From an optimization exercise on the open Yosys and OpenROAD flow, aimed at small area; shortcuts taken in it are not production practice.
Only simulation tests tie the RTL to the original design; equivalence was not proved.
Power figures rest on the tool's default switching activity, not on a simulated workload.

==> design.v <==
module unum_adder(
	input clk,
	input[31:0] unum1,
	input[31:0] unum2,
	output[31:0] unum_o
);
reg[1:0] isZero_1;    
reg[1:0] isInf_1;	  
reg[31:0] temp1,temp2;   
reg[4:0] unum1_shift,unum2_shift;  
wire[4:0] n1,n2; 
wire[30:0] unum1_2s,unum2_2s;
assign unum1_2s=~unum1[30:0]+31'b1;
assign unum2_2s=~unum2[30:0]+31'b1;
always@(posedge clk)begin   
	if(unum1[30:0]==31'b0)begin isZero_1[1]<=unum1[31]; isInf_1[1]<=unum1[31]; end
	else begin isZero_1[1]<=1'b1; isInf_1[1]<=1'b0;end 
	if(unum2[30:0]==31'b0)begin isZero_1[0]<=unum2[31]; isInf_1[0]<=unum2[31]; end
	else begin isZero_1[0]<=1'b1; isInf_1[0]<=1'b0; end
	if(unum1[31])begin temp1<=unum1_2s; end   
	else begin temp1<=unum1[31:0]; end
	if(unum2[31])begin temp2<=unum2_2s; end
	else begin temp2<=unum2[31:0]; end
	unum1_shift<=n1;
	unum2_shift<=n2;
	temp1[31]<=unum1[31];
	temp2[31]<=unum2[31];
end
LZC lzc1(.x1(unum1[31]?unum1_2s:unum1[31:0]),.n(n1));
LZC lzc2(.x1(unum2[31]?unum2_2s:unum2[31:0]),.n(n2));
reg isInf_2;   
reg[8:0] expo_num1, expo_num2;  
reg[31:0] temp1_2,temp2_2;   
reg[1:0] isZero_2;    
reg compare_abs_2;              
always@(posedge clk)begin         
	temp1_2[30:0]<=temp1[30:0]<<unum1_shift;
	temp2_2[30:0]<=temp2[30:0]<<unum2_shift;
	temp1_2[31]<=temp1[31];
	temp2_2[31]<=temp2[31];
	if(temp1[30]) begin  expo_num1[7:3]<=unum1_shift; end
	else begin  expo_num1[7:3]<=~unum1_shift; end
	expo_num1[8]<=~temp1[30];
	if(temp2[30]) begin expo_num2[7:3]<=unum2_shift; end
	else begin expo_num2[7:3]<=~unum2_shift; end
	expo_num2[8]<=~temp2[30];
	isInf_2<=isInf_1[1]|isInf_1[0];
	compare_abs_2<=(temp1[30:0]>temp2[30:0]);
	isZero_2<=isZero_1;
end
reg[55:27] frac_num1_3,frac_num2_3;  
reg[8:0] expo_numo_3;
reg compare_abs_3;
reg[8:0] diff_expo; 
reg isInf_3;
always@(posedge clk)begin          
	frac_num1_3[55]<=temp1_2[31];
	frac_num2_3[55]<=temp2_2[31];
	frac_num1_3[53]<=isZero_2[1];
	frac_num2_3[53]<=isZero_2[0];
	frac_num1_3[52:27]<=temp1_2[25:0];
	frac_num2_3[52:27]<=temp2_2[25:0];
	compare_abs_3<=compare_abs_2;
	if(compare_abs_2)begin expo_numo_3<={expo_num1[8:3],temp1_2[28:26]}; diff_expo<={expo_num1[8:3],temp1_2[28:26]}-{expo_num2[8:3],temp2_2[28:26]}; end
	else begin expo_numo_3<={expo_num2[8:3],temp2_2[28:26]};	diff_expo<={expo_num2[8:3],temp2_2[28:26]}-{expo_num1[8:3],temp1_2[28:26]};end
	compare_abs_3<=compare_abs_2;
	isInf_3<=isInf_2;
end
reg[55:0] frac_num1_4,frac_num2_4;
reg[8:0] expo_numo_4;
reg isInf_4;
reg compare_abs_4;
always@(posedge clk)begin			 
	if(compare_abs_3)begin
		frac_num2_4[53:0]<={frac_num2_3[53:27],27'b0}>>diff_expo;
		frac_num1_4[53:0]<={frac_num1_3[53:27],27'b0};
	end
	else begin
		frac_num1_4[53:0]<={frac_num1_3[53:27],27'b0}>>diff_expo;
		frac_num2_4[53:0]<={frac_num2_3[53:27],27'b0};
	end
	expo_numo_4<=expo_numo_3;
	isInf_4<=isInf_3;
	frac_num2_4[55:54]<={frac_num2_3[55],1'b0};
	frac_num1_4[55:54]<={frac_num1_3[55],1'b0};
	compare_abs_4<=compare_abs_3;
end
reg[55:0] frac_numo_5;   
reg[8:0] expo_numo_5;
reg isInf_5;
wire[54:0] frac_add;
reg[4:0] frac_shift_5;
wire[4:0] frac_shift;
always@(posedge clk)begin   
	if(frac_num1_4[55]==frac_num2_4[55]) begin frac_numo_5[55]<=frac_num1_4[55]; frac_numo_5[54:25]<=frac_num1_4[53:25]+frac_num2_4[53:25]; end
	else if(compare_abs_4) begin frac_numo_5[55]<=frac_num1_4[55]; frac_numo_5[54:25]<=frac_num1_4[53:25]-frac_num2_4[53:25]; end
	else begin frac_numo_5[55]<=frac_num2_4[55]; frac_numo_5[54:25]<=frac_num2_4[53:25]-frac_num1_4[53:25]; end
	isInf_5<=isInf_4;
	expo_numo_5<=expo_numo_4;
	frac_shift_5<=frac_shift;
end
LZA_fraction lza_fraction1(.num1({frac_num1_4[55],(frac_num1_4[55]?~frac_num1_4[54:25]:frac_num1_4[54:25])}),.num2({frac_num2_4[55],(frac_num2_4[55]?~frac_num2_4[54:25]:frac_num2_4[54:25])}),.n(frac_shift));
reg[55:0] frac_numo_6;
reg[8:0] expo_numo_6;
reg isZero_6;
reg isInf_6;
wire[29:0] shift_result;
assign shift_result=frac_numo_5[54:25]<<frac_shift_5;
always@(posedge clk)begin     
	if(shift_result[29])begin frac_numo_6[53:25]<=shift_result[29:1]; end
	else begin frac_numo_6[53:25]<=shift_result[28:0];  end 
	expo_numo_6<=expo_numo_5+9'd1-{4'b0,frac_shift_5}-{4'b0,~shift_result[29]};
	isZero_6<=(frac_shift_5!=5'd30);
	isInf_6<=isInf_5;
	frac_numo_6[55]<=frac_numo_5[55];	
end
reg[31:0] runum_o_7;
wire signed[31:0] shift;
assign shift={~expo_numo_6[8]&isZero_6,expo_numo_6[8]&isZero_6,expo_numo_6[2:0]&{isZero_6,isZero_6,isZero_6},frac_numo_6[52:26]};
reg round;   
reg isInf_7;
always@(posedge clk)begin 
		{runum_o_7[30:0],round}<=shift>>>(expo_numo_6[8]?(~expo_numo_6[7:3]):expo_numo_6[7:3]);
		runum_o_7[31]<=frac_numo_6[55]&isZero_6;
		isInf_7<=isInf_6;	
end
reg[31:0] runum_o_8;
always@(posedge clk)begin 
	if(isInf_7) begin runum_o_8[31:0]<=32'h8000_0000; end
	else if(runum_o_7[31])begin runum_o_8[30:0]<=~runum_o_7[30:0]+32'd1+{31'd0,round}; runum_o_8[31]<=runum_o_7[31]; end
	else begin runum_o_8[30:0]<=runum_o_7[30:0]+{31'd0,round};	runum_o_8[31]<=runum_o_7[31];end
end
assign unum_o=runum_o_8;
endmodule
module LZC(
			input[30:0] x1,
			output[4:0] n
			);
wire[7:0] a;
wire[15:0] z;
reg[31:0] x;
reg [1:0] n1;
wire[2:0] y;
assign n[1:0]=n1[1:0];
assign n[4:2]=y;
always@(*)begin
	if(x1[30]) begin x[31:2]=~x1[29:0]; end			 
	else begin x[31:2]=x1[29:0]; end
	x[1:0]=2'b10;
	case(y)
	3'b000: n1[1:0]=z[1:0];
	3'b001: n1[1:0]=z[3:2];
	3'b010: n1[1:0]=z[5:4];
	3'b011: n1[1:0]=z[7:6];
	3'b100: n1[1:0]=z[9:8];
	3'b101: n1[1:0]=z[11:10];
	3'b110: n1[1:0]=z[13:12];
	3'b111: n1[1:0]=z[15:14];
	endcase
end
BNE BNE1(.a(a), .y(y));			
NLC NLC7(.x(x[3:0]),		.a(a[7]), 	.z(z[15:14]) );
NLC NLC6(.x(x[7:4]),		.a(a[6]), 	.z(z[13:12]) );
NLC NLC5(.x(x[11:8]),	.a(a[5]),	.z(z[11:10]) );
NLC NLC4(.x(x[15:12]),	.a(a[4]), 	.z(z[9:8])  );
NLC NLC3(.x(x[19:16]),	.a(a[3]), 	.z(z[7:6])  );
NLC NLC2(.x(x[23:20]),	.a(a[2]), 	.z(z[5:4])  );
NLC NLC1(.x(x[27:24]),	.a(a[1]), 	.z(z[3:2])  );
NLC NLC0(.x(x[31:28]),	.a(a[0]), 	.z(z[1:0])  );
endmodule
module LZA_fraction(
			input[30:0] num1,
			input[30:0] num2,
			output[4:0] n
			);
wire[7:0] a;
wire[15:0] z;
wire[31:0] x;
reg [1:0] n1;
wire[2:0] y;
wire [30:0] LOP_T, LOP_G, LOP_Z; 
wire[30:0] LOP;
assign n[1:0]=n1[1:0];
assign n[4:2]=y;
assign LOP_T[30:0] = num1[30:0] ^ num2[30:0]; 
assign LOP_G[30:0] = num1[30:0] & num2[30:0]; 
assign LOP_Z[30:0] = ~(num1[30:0] | num2[30:0]);
assign LOP[30:0] = {(LOP_T[30:2] & LOP_G[29:1] & ~LOP_Z[28:0] ) |
					(~LOP_T[30:2] & LOP_Z[29:1] & ~LOP_Z[28:0] ) |
					(LOP_T[30:2] & LOP_Z[29:1] & ~LOP_G[28:0] ) |
					(~LOP_T[30:2] & LOP_G[29:1] & ~LOP_G[28:0] ), ~LOP_T[0], 1'b1};
assign x={LOP,1'b0};
always@(*)begin
	case(y)
	3'b000: n1[1:0]=z[1:0];
	3'b001: n1[1:0]=z[3:2];
	3'b010: n1[1:0]=z[5:4];
	3'b011: n1[1:0]=z[7:6];
	3'b100: n1[1:0]=z[9:8];
	3'b101: n1[1:0]=z[11:10];
	3'b110: n1[1:0]=z[13:12];
	3'b111: n1[1:0]=z[15:14];
	endcase
end
BNE BNE1(.a(a), .y(y));			
NLC NLC7(.x(x[3:0]),		.a(a[7]), 	.z(z[15:14]) );
NLC NLC6(.x(x[7:4]),		.a(a[6]), 	.z(z[13:12]) );
NLC NLC5(.x(x[11:8]),	.a(a[5]),	.z(z[11:10]) );
NLC NLC4(.x(x[15:12]),	.a(a[4]), 	.z(z[9:8])  );
NLC NLC3(.x(x[19:16]),	.a(a[3]), 	.z(z[7:6])  );
NLC NLC2(.x(x[23:20]),	.a(a[2]), 	.z(z[5:4])  );
NLC NLC1(.x(x[27:24]),	.a(a[1]), 	.z(z[3:2])  );
NLC NLC0(.x(x[31:28]),	.a(a[0]), 	.z(z[1:0])  );
endmodule
module LZC_fraction(
			input[31:0] x,
			output[4:0] n
			);
wire[7:0] a;
wire[15:0] z;
reg [1:0] n1;
wire[2:0] y;
assign n[1:0]=n1[1:0];
assign n[4:2]=y;
always@(*)begin
	case(y)
	3'b000: n1[1:0]=z[1:0];
	3'b001: n1[1:0]=z[3:2];
	3'b010: n1[1:0]=z[5:4];
	3'b011: n1[1:0]=z[7:6];
	3'b100: n1[1:0]=z[9:8];
	3'b101: n1[1:0]=z[11:10];
	3'b110: n1[1:0]=z[13:12];
	3'b111: n1[1:0]=z[15:14];
	endcase
end
BNE BNE1(.a(a), .y(y));			
NLC NLC7(.x(x[3:0]),		.a(a[7]), 	.z(z[15:14]) );
NLC NLC6(.x(x[7:4]),		.a(a[6]), 	.z(z[13:12]) );
NLC NLC5(.x(x[11:8]),	.a(a[5]),	.z(z[11:10]) );
NLC NLC4(.x(x[15:12]),	.a(a[4]), 	.z(z[9:8])  );
NLC NLC3(.x(x[19:16]),	.a(a[3]), 	.z(z[7:6])  );
NLC NLC2(.x(x[23:20]),	.a(a[2]), 	.z(z[5:4])  );
NLC NLC1(.x(x[27:24]),	.a(a[1]), 	.z(z[3:2])  );
NLC NLC0(.x(x[31:28]),	.a(a[0]), 	.z(z[1:0])  );
endmodule
module BNE(
			input[7:0] a,
			output[2:0] y 
			);
assign y[2]=a[0]&a[1]&a[2]&a[3];
assign y[1]=a[0]&a[1]&(~a[2]|~a[3]|(a[4]&a[5]));
assign y[0]=a[0]&(~a[1]|(a[2]&~a[3]))|(a[0]&a[2]&a[4]&(~a[5]|a[6]));
endmodule
module NLC(
			input[3:0] x,
			output a,
			output[1:0] z
			);
assign z[1]=~(x[3]|x[2]);
assign z[0]=~(((~x[2])&x[1])|x[3]);
assign a=~(x[0]|x[1]|x[2]|x[3]);
endmodule 
==> run.sh <==
#!/bin/bash
# synth_recipe.tcl (not shown) runs the flow's synth.tcl, then flattens the netlist and writes it again
# the make line also repeats each setting of config.mk as NAME=value (left out here)
make -C /OpenROAD-flow-scripts/flow DESIGN_CONFIG=/design/flow/config.mk WORK_HOME=/design/flow/orfs CLKGATE_MAP_FILE= SYNTH_SCRIPT=/design/flow/synth_recipe.tcl finish
==> config.mk <==
export PLATFORM = sky130hd
export DESIGN_NAME = unum_adder
export DESIGN_NICKNAME = unum_adder
export VERILOG_FILES = /design/flow/design.v
export SDC_FILE = /design/flow/constraint.sdc
export NUM_CORES = 4
export LEC_CHECK = 0
export CAP_MARGIN = 20
export CORE_MARGIN = 2
export CORE_UTILIZATION = 40
export SLEW_MARGIN = 20
==> constraint.sdc <==
create_clock -name core_clock -period 4.5 [get_ports {clk}]
set_input_delay 0.9000 -clock core_clock [delete_from_list [all_inputs] [get_ports {clk}]]
set_output_delay 0.9000 -clock core_clock [all_outputs]
set_load 0.01 [all_outputs]
==> qor.yml <==
finalNonFillerCells: 5132
endpoint_kind: "flop"
die_w_microns: 287
leakage_nw: 15.5
ys.flop_type: "dfxtp_1"
drcViolationCount: 0
worst_pin_slew_ns: 1.00
area_delta_synth_final_pct: 14.0
fmax_ghz: 0.235
synthArstFlopShare_pct: 0
antenna_found_initial: 0
worst_ir_drop_vdd_uv: 433
clk_path_buf_depth: 3
yosys.area_share.simple_pct: 16.5
synth_cells: 3959
hold_buffers: 0
post-route-period-util_pct: 94.4
slew_violations: 0
status: "no timing/DRC/antenna violations"
crit_required_ns: 5.02
synth_top_family_by_area: "compound AO/OA/AOI/OAI gates"
synth-adder-area-share_pct: 8.69
synth_nets: 4242
synthDistinctLibCells: 87
drive_gt1_share_pct: 11.0
grt_pass1_vias: 26900
wl_per_cell_microns: 17.3
cts_buffers: 48
cts_sinks: 452
numPlacedInstances: 5043
crit_path_top_delay_cell: "or4_1"
critPathKind: "input port to flop"
finalSetupViolCount: 0
slew_headroom_pct: 33.2
synth.area.mux_share_pct: 13.8
grt_usage_pct: 21.1
cp_max_fo: 9
rsz0062_at_grt: "no"
detail_route.iter0.violations: 1847
setup_tns_ns: 0
grt_pass1_wl_microns: 142000
skew_ns: 0.0227
row_count: 103
clk_latency_ns: 0.59
clkTransAtPathRegs_ns: 0.06
synth_seq_cells: 452
critPathArrivalTime_ns: 4.77
seq_area_frac_synth_pct: 28.3
grt_max_degree: 59
nets: 4326
ant_nets: 0
initial_utilization_pct: 40.4
power_mw: 27.1
synth-xor-area-share_pct: 5.77
syn_area_sq_mm: 0.0320
nFillCells: 7948
place.gp.congestion: 0.936
num_vias: 28400
cts_root_buf: "clkbuf_16"
pin_count: 97
multiInputGateArea_sq_mm: 0.0208
synth_compound_area_share_pct: 20.1
drv_cap: 0
syn_avg_cell_area_sq_um: 8.08
totalWireLength_microns: 88900
synth_warnings: 5
period_needed_ns: 4.25
hpwlAfterDp_microns: 70300
dr.pass1.iters: 5
path_cells: "clkdlybuf4s50_1 -> or4_1 -> or3_1 -> o41ai_4 -> xor2_2 -> inv_2 -> or4_4 -> o22a_1 -> or2_2 -> a2111oi_0 -> a31oi_1 -> a21oi_1"
synth-edff-count: 0
final_cell_mix: "dfxtp_1, nand2_1, inv_1, nor2_1, a21oi_1"
hold_viol: 0
hp-class: "flop to flop"
die_area_sq_mm: 0.0822
routed_via_density: 5.52
slowest_delay_ns: 0.55
port_buffers: 96
cts_tree: "done"
layout_commonest_cell: "dfxtp_1"
die_h_microns: 287
grt-ovfl-total: 0
start_kind: "input port"
htreeDepth: 2
core-area_sq_mm: 0.0791
p_per_area_mw_per_mm2: 743
final-seq-area_sq_mm: 0.00907
-- critical path: cells and delay by family --
family	cells	cell delay, ns
buffers and inverters	2	0.50
XOR/XNOR	1	0.20
AND/OR/NAND/NOR	4	1.76
AO/OA/AOI/OAI	5	1.39
-- logic make-up (layout without fill, tap and decap cells) --
group           after synthesis  count (layout)
compound gates             1028            1028
xor+xnor                    209             209
fa+ha+maj                   218             218
buf+inv                     579             701
flops                       452             452
mux                         350             350
other cells                   0               1
simple gates               1123            1123
-- metrics by stage --
step / worst slack, ns / instance area (sq um) / util [%] / hold slack [ns]
2_1_floorplan: 0.0900 / 32000 / - / 0.310
3_3_place_gp: -0.358 / 34800 / 44.0 / 0.310
3_5_place_dp: -0.414 / 34800 / 44.0 / 0.312
4_1_cts: 0.208 / 36400 / 46.1 / 0.313
5_1_grt: 0.0171 / 36500 / 46.1 / 0.324
6_report: 0.251 / 36500 / 46.1 / 0.311
-- cell type report --
type,instances,share of cell area [%]
timing repair buffer,288,6.64
multi-input combinational,2928,57.0
inverter,325,3.34
tap,1050,3.60
antenna,1,0.00686
clock buffer,59,3.66
clock inverter,29,0.854
sequential,452,24.9
-- Yosys cell counts (55+ instances only) --
| cell type | number | share of area [%] |
|---|---|---|
| a211oi_1 | 55 | 1.3 |
| a21oi_1 | 294 | 4.6 |
| clkbuf_1 | 191 | 2.2 |
| dfxtp_1 | 452 | 28 |
| ha_1 | 211 | 8.3 |
| inv_1 | 317 | 3.7 |
| mux2i_1 | 243 | 7.6 |
| mux4_2 | 70 | 4.9 |
| nand2_1 | 349 | 4.1 |
| nand3_1 | 102 | 1.6 |
| nor2_1 | 308 | 3.6 |
| nor3_1 | 78 | 1.2 |
| o21ai_0 | 272 | 4.3 |
| o22ai_1 | 69 | 1.3 |
| xnor2_1 | 110 | 3.0 |
| xor2_1 | 97 | 2.7 |
-- final timing paths --
check	start	endpoint	slack [ns]	cells after the start
worst max-delay path	unum2[14]	unum2_shift[1]$_DFF_P_	0.25	12
worst min-delay path	expo_numo_4[3]$_DFF_P_	expo_numo_5[3]$_DFF_P_	0.31	0
worst max register to register	frac_shift_5[0]$_DFF_P_	expo_numo_6[7]$_DFF_P_	0.37	16
worst min register to register	expo_numo_4[3]$_DFF_P_	expo_numo_5[3]$_DFF_P_	0.31	0
-- power breakdown --
group / internal (mW) / switching [mW] / total [mW]
clock: 2.36 / 1.69 / 4.06
combinational: 6.72 / 9.06 / 15.8
sequential: 5.52 / 1.73 / 7.25
-- sequential cells by signal, summed over array words and instances, names as in the netlist, 9 cells and up --
name         flops
expo_numo_6      9
frac_num1_4     30
diff_expo        9
expo_numo_4      9
expo_numo_5      9
frac_num2_4     30
temp2           32
frac_numo_6     28
frac_num1_3     28
temp1           32
runum_o_8       32
frac_num2_3     28
expo_numo_3      9
temp2_2         30
runum_o_7       32
temp1_2         30
frac_numo_5     31
-- what timing repair did --
| item | in CTS | in global routing |
|---|---|---|
| endpoints found under the hold margin | 0 | 0 |
| gates resized for setup | 0 | 3 |
| setup endpoints to repair | 0 | 4 |
| setup buffers | 0 | 0 |
-- metal layers --
| layer | part of all wire (%) | GRT usage, % | up-vias |
|---|---|---|---|
| met4 | 4.0 | 8.27 | 0 |
| met5 | 0 | 0 | - |
| met1 | 44 | 27.2 | 13200 |
| met3 | 4.0 | 1.87 | 184 |
| met2 | 48 | 36.5 | 763 |
| li1 | - | - | 14200 |

static timing again, ports no longer ideal:
The results above use ideal ports. As a check the final layout listed here was re-extracted and re-timed, cells and wires unchanged. Step 1 (the two cells are an assumption about what drives the block):
set clk [get_ports {clk}]
set_driving_cell -lib_cell sky130_fd_sc_hd__clkbuf_16 $clk
set_driving_cell -lib_cell sky130_fd_sc_hd__buf_2 [delete_from_list [all_inputs] $clk]
Step 2 moves the port delays by t, midway between the first and last clock arrival at a register: inputs arrive t later, outputs are due t later. That takes back most of the time a late clock gives input paths. a / b / c = ideal ports / drivers / drivers and shift; a / b = the first two.
t, ns: 0.647
setup slack, ns: 0.251 / 0.295 / -0.352
worst hold slack (ns): 0.311 / 0.311 / 0.311
worst data-port slew with drivers (ns): 0.06
pins driven straight from the clock port: 1
Met with ideal ports but missed after step 2: setup timing in this run. For this run, drivers alone change the setup slack by +0.044 ns; drivers and shift together by -0.603 ns.
